Context: an optimization exercise on an open-source flow, tuned for small area. The choices shown serve that exercise and are no tape-out recipe.
Function was checked by simulation only, so behaviour that the tests miss may differ from the original.

v13:
Design snake_top, start of the top module:
module snake_top
(
	input clk,
	input rst_n,
	input key0,
	input ps2_clk,
	input ps2_dat,
	output vga_hsync,
	output vga_vsync,
	output vga_blank_n,
	output vga_sync_n,
	output [23:0] vga_rgb,
	output [3:0] ledg,
	output [3:0] ledr,
	output [11:0] score1,
	output [11:0] score2,
	output [1:0] game_status,
	output green_win,
	output red_win,
	output [5:0] head1_x,
	output [5:0] head1_y,
	output [5:0] head2_x,
	output [5:0] head2_y,
	output [17:0] apples_x,
	output [14:0] apples_y,
	output [2:0] apples_on
);
==> flow/config.mk <==
export PLATFORM = sky130hd
export DESIGN_NAME = snake_top
export DESIGN_NICKNAME = snake_top
export VERILOG_FILES = /design/flow/design.v
export SDC_FILE = /design/flow/constraint.sdc
export NUM_CORES = 8
export LEC_CHECK = 0
export CAP_MARGIN = 20
export CORE_MARGIN = 2
export CORE_UTILIZATION = 25
export SLEW_MARGIN = 20
export SYNTH_MEMORY_MAX_BITS = 65536
==> flow/constraint.sdc <==
create_clock -name core_clock -period 40.0 [get_ports {clk}]
set_input_delay 8.0000 -clock core_clock [delete_from_list [all_inputs] [get_ports {clk}]]
set_output_delay 8.0000 -clock core_clock [all_outputs]
set_load 0.01 [all_outputs]
standard.sh (not shown) runs the stock make flow with config.mk's settings and CLKGATE_MAP_FILE= SYNTH_SCRIPT=/design/flow/synth_recipe.tcl, a recipe that flattens the netlist after the stock synthesis.
==> flow/flow/run.sh <==
#!/bin/bash
# Layout flow: the standard flow (standard.sh) with these changes, none
# of which touches the registers, the constraints or the power grid:
#  - synthesis: ABC maps the logic with an area-oriented script
#    (flow/abc_map.script: deep AIG optimisation, then &nf area mapping)
#    instead of ORFS's default one, and no full/half adder cells are
#    extracted (ADDER_MAP_FILE empty); the rest of the synthesis is the standard flow's
#    own synth_recipe.tcl, so the registers are the standard synthesis's;
#  - port buffers are the smallest buffer (buf_1) instead of a delay buffer.
# Each tool's output goes to flow.log and to ORFS's own logs under orfs/.
set -euo pipefail
HERE=$(pwd)
{
  echo 'proc abc {args} {'
  echo '  set i [lsearch -exact $args -script]'
  echo "  if {\$i >= 0} { set args [lreplace \$args [expr {\$i + 1}] [expr {\$i + 1}] $HERE/flow/abc_map.script] }"
  echo '  yosys abc {*}$args'
  echo '}'
  cat synth_recipe.tcl
} > my_synth.tcl
sed -e "s#SYNTH_SCRIPT=[^ ]*#SYNTH_SCRIPT=$HERE/my_synth.tcl ADDER_MAP_FILE= 'BUFFER_PORTS_ARGS=-buffer_cell sky130_fd_sc_hd__buf_1'#" standard.sh > my_standard.sh
bash my_standard.sh > flow.log 2>&1
==> flow/flow/abc_map.script <==
strash
&get -n
&deepsyn -T 120
&dch -f
&nf -R 1000 -F 8 -C 32
&put
Input-level comparison between v23 and v13:
- putting CTS_CLUSTER_SIZE at 28 where nothing was set
- putting CTS_CLUSTER_DIAMETER at 90 where nothing was set
==> flow/flow/run.sh <==
#!/bin/bash
# Layout flow: the standard flow (standard.sh) with these changes, none
# of which touches the registers, the constraints or the power grid:
#  - synthesis: ABC maps the logic with area-oriented scripts instead of
#    ORFS's default one. Several scripts are tried on the same logic (deep
#    AIG optimisation with different random seeds, then &nf or amap area
#    mapping; see the *.script files written below) and the mapping with the
#    smallest cell area is kept. No full/half adder cells are extracted
#    (ADDER_MAP_FILE empty). The rest of the synthesis is the standard flow's own
#    synth_recipe.tcl, so the registers are the standard synthesis's.
#  - port buffers are the smallest buffer (buf_1) instead of a delay buffer.
# Each tool's output goes to flow.log and to ORFS's own logs under orfs/.
set -euo pipefail
HERE=$(pwd)
mkdir -p abc
n=0
for s in 1 2 3; do
  for m in nf amap; do
    n=$((n + 1))
    {
      echo strash
      echo '&get -n'
      echo "&deepsyn -T 90 -S $s"
      if [ $m = nf ]; then
        printf '%s\n' '&dch -f' '&nf -R 1000 -F 8 -C 32' '&put'
      else
        printf '%s\n' '&put' 'dch' 'amap'
      fi
    } > abc/map$n.script
  done
done
{
  echo 'proc abc {args} {'
  echo '  set i [lsearch -exact $args -script]'
  echo '  set j [lsearch -exact $args -liberty]'
  echo '  set lib [lindex $args [expr {$j + 1}]]'
  echo '  yosys design -save pre_abc'
  echo '  set best_area 1e30'
  echo "  foreach s [lsort [glob $HERE/abc/map*.script]] {"
  echo '    yosys design -load pre_abc'
  echo '    yosys abc {*}[lreplace $args [expr {$i + 1}] [expr {$i + 1}] $s]'
  echo '    set st [tee -q -s result.string stat -liberty $lib]'
  echo '    regexp {Chip area for [^:]*: *([0-9.]+)} $st -> area'
  echo '    puts "ABC candidate $s: area $area"'
  echo '    if {$area < $best_area} { set best_area $area; yosys design -save best_abc }'
  echo '  }'
  echo '  yosys design -load best_abc'
  echo '  puts "ABC kept area $best_area"'
  echo '}'
  cat synth_recipe.tcl
} > my_synth.tcl
sed -e "s#SYNTH_SCRIPT=[^ ]*#SYNTH_SCRIPT=$HERE/my_synth.tcl ADDER_MAP_FILE= 'BUFFER_PORTS_ARGS=-buffer_cell sky130_fd_sc_hd__buf_1'#" standard.sh > my_standard.sh
bash my_standard.sh > flow.log 2>&1
removed: flow/flow/abc_map.script
--- outcome ---
From the logs: v23 reached the end of the flow and failed the layout checks with capacitance limit, slew limit.
v23 gives more sequential share of layout area than v13 did.
In the tables for v23 and v13, total length of routed wires reads lower with v13.
Signal arrival time at the worst endpoint was higher in v23 than in v13.
v23 — multi-input gate share of the layout cell area 8.2 points lower, v13 as reference
Floorplan core area in v23 is about 3% below v13.
Worst hold slack of v13 is on par with v23.
Input changes introduced in v6 (baseline for comparison: v23):
- CAP_MARGIN changed from 20 to 30
- SLEW_MARGIN changed from 20 to 30
Diff v23 -> v6: post-layout minimum cycle time now larger, detailed-route via count grew by 342. v6 vs. v23: multi-input gate area in the final layout essentially unchanged, critical path data arrival time rose 0.10 ns. Max maximum achievable frequency across v6 and v23: v23. v6 and v23 ended up with nearly the same sequential share of layout area. Pre-CTS setup slack: v6 < v23. v6 finished end to end and its layout was clean on timing, DRC and antenna. v6 and v23 ended up with roughly the same count of nets after finishing.
What v33 does differently from v6 at the input level:
- a change of SLEW_MARGIN from 30 to 20
- a deleted CTS_CLUSTER_DIAMETER that had been 90
- a deleted CTS_CLUSTER_SIZE that had been 28
- a change of CAP_MARGIN from 30 to 20
==> flow/flow/run.sh <==
#!/bin/bash
# Layout flow: the standard flow (standard.sh) with these changes, none
# of which touches the registers, the constraints or the power grid:
#  - synthesis: ABC maps the logic with an area-oriented script
#    (flow/abc_map.script: deep AIG optimisation, then amap area mapping)
#    instead of ORFS's default one, and no full/half adder cells are
#    extracted (ADDER_MAP_FILE empty); the rest of the synthesis is the standard flow's
#    own synth_recipe.tcl, so the registers are the standard synthesis's;
#  - port buffers are the smallest buffer (buf_1) instead of a delay buffer.
# Each tool's output goes to flow.log and to ORFS's own logs under orfs/.
set -euo pipefail
HERE=$(pwd)
{
  echo 'proc abc {args} {'
  echo '  set i [lsearch -exact $args -script]'
  echo "  if {\$i >= 0} { set args [lreplace \$args [expr {\$i + 1}] [expr {\$i + 1}] $HERE/flow/abc_map.script] }"
  echo '  yosys abc {*}$args'
  echo '}'
  cat synth_recipe.tcl
} > my_synth.tcl
sed -e "s#SYNTH_SCRIPT=[^ ]*#SYNTH_SCRIPT=$HERE/my_synth.tcl ADDER_MAP_FILE= 'BUFFER_PORTS_ARGS=-buffer_cell sky130_fd_sc_hd__buf_1'#" standard.sh > my_standard.sh
bash my_standard.sh > flow.log 2>&1
==> flow/flow/abc_map.script (new file) <==
strash
&get -n
&deepsyn -T 120
&put
dch
amap
Results
v6 ended up with reg -> out as its type of the setup path with the least slack; v33 ended up with reg -> reg.
The run showing the greater relative area change from synthesis to final layout is v33.
Compared with v6, v33 shows a lower post-CTS clock slew at the launch and capture registers of the worst setup and hold paths.
Count of mapped cells out of synthesis sits higher in v33 than in v6.
Diff v6 and v33: least setup slack across all paths after layout higher in v33
In v33, the post-detailed-route wirelength per cell came out 3.7% below the value in v6.
Comparing final area for v6 and v33, the bigger number came from v33.

-- separate check: timing with driven ports --
The flow's constraints put no driver on any port. The routed layouts listed below were extracted and timed again, unchanged, in two steps.
Step 1, drivers: a clkbuf_16 drives clk and a buf_2 each remaining input, both assumed.
Step 2 moves the port delays by t, midway between the first and last clock arrival at a register: inputs arrive t later, outputs are due t later. That takes back most of the time a late clock gives input paths.
Slacks: no drivers / after step 1 / after step 2; pairs: no drivers / after step 1.
| run | t (ns) | slack for setup (ns) | hold slack, ns | worst data-port slew with drivers (ns) |
|---|---|---|---|---|
| v13 | 0.777 | 21.897 / 21.812 / 22.589 | 0.361 / 0.361 / 0.361 | 0.03 |
| v23 | 0.776 | 18.934 / 18.836 / 19.612 | 0.364 / 0.364 / 0.364 | 0.03 |
| v6 | 0.789 | 18.834 / 18.736 / 19.432 | 0.369 / 0.369 / 0.369 | 0.03 |
| v33 | 0.846 | 20.604 / 20.604 / 20.604 | 0.357 / 0.357 / 0.357 | 0.12 |
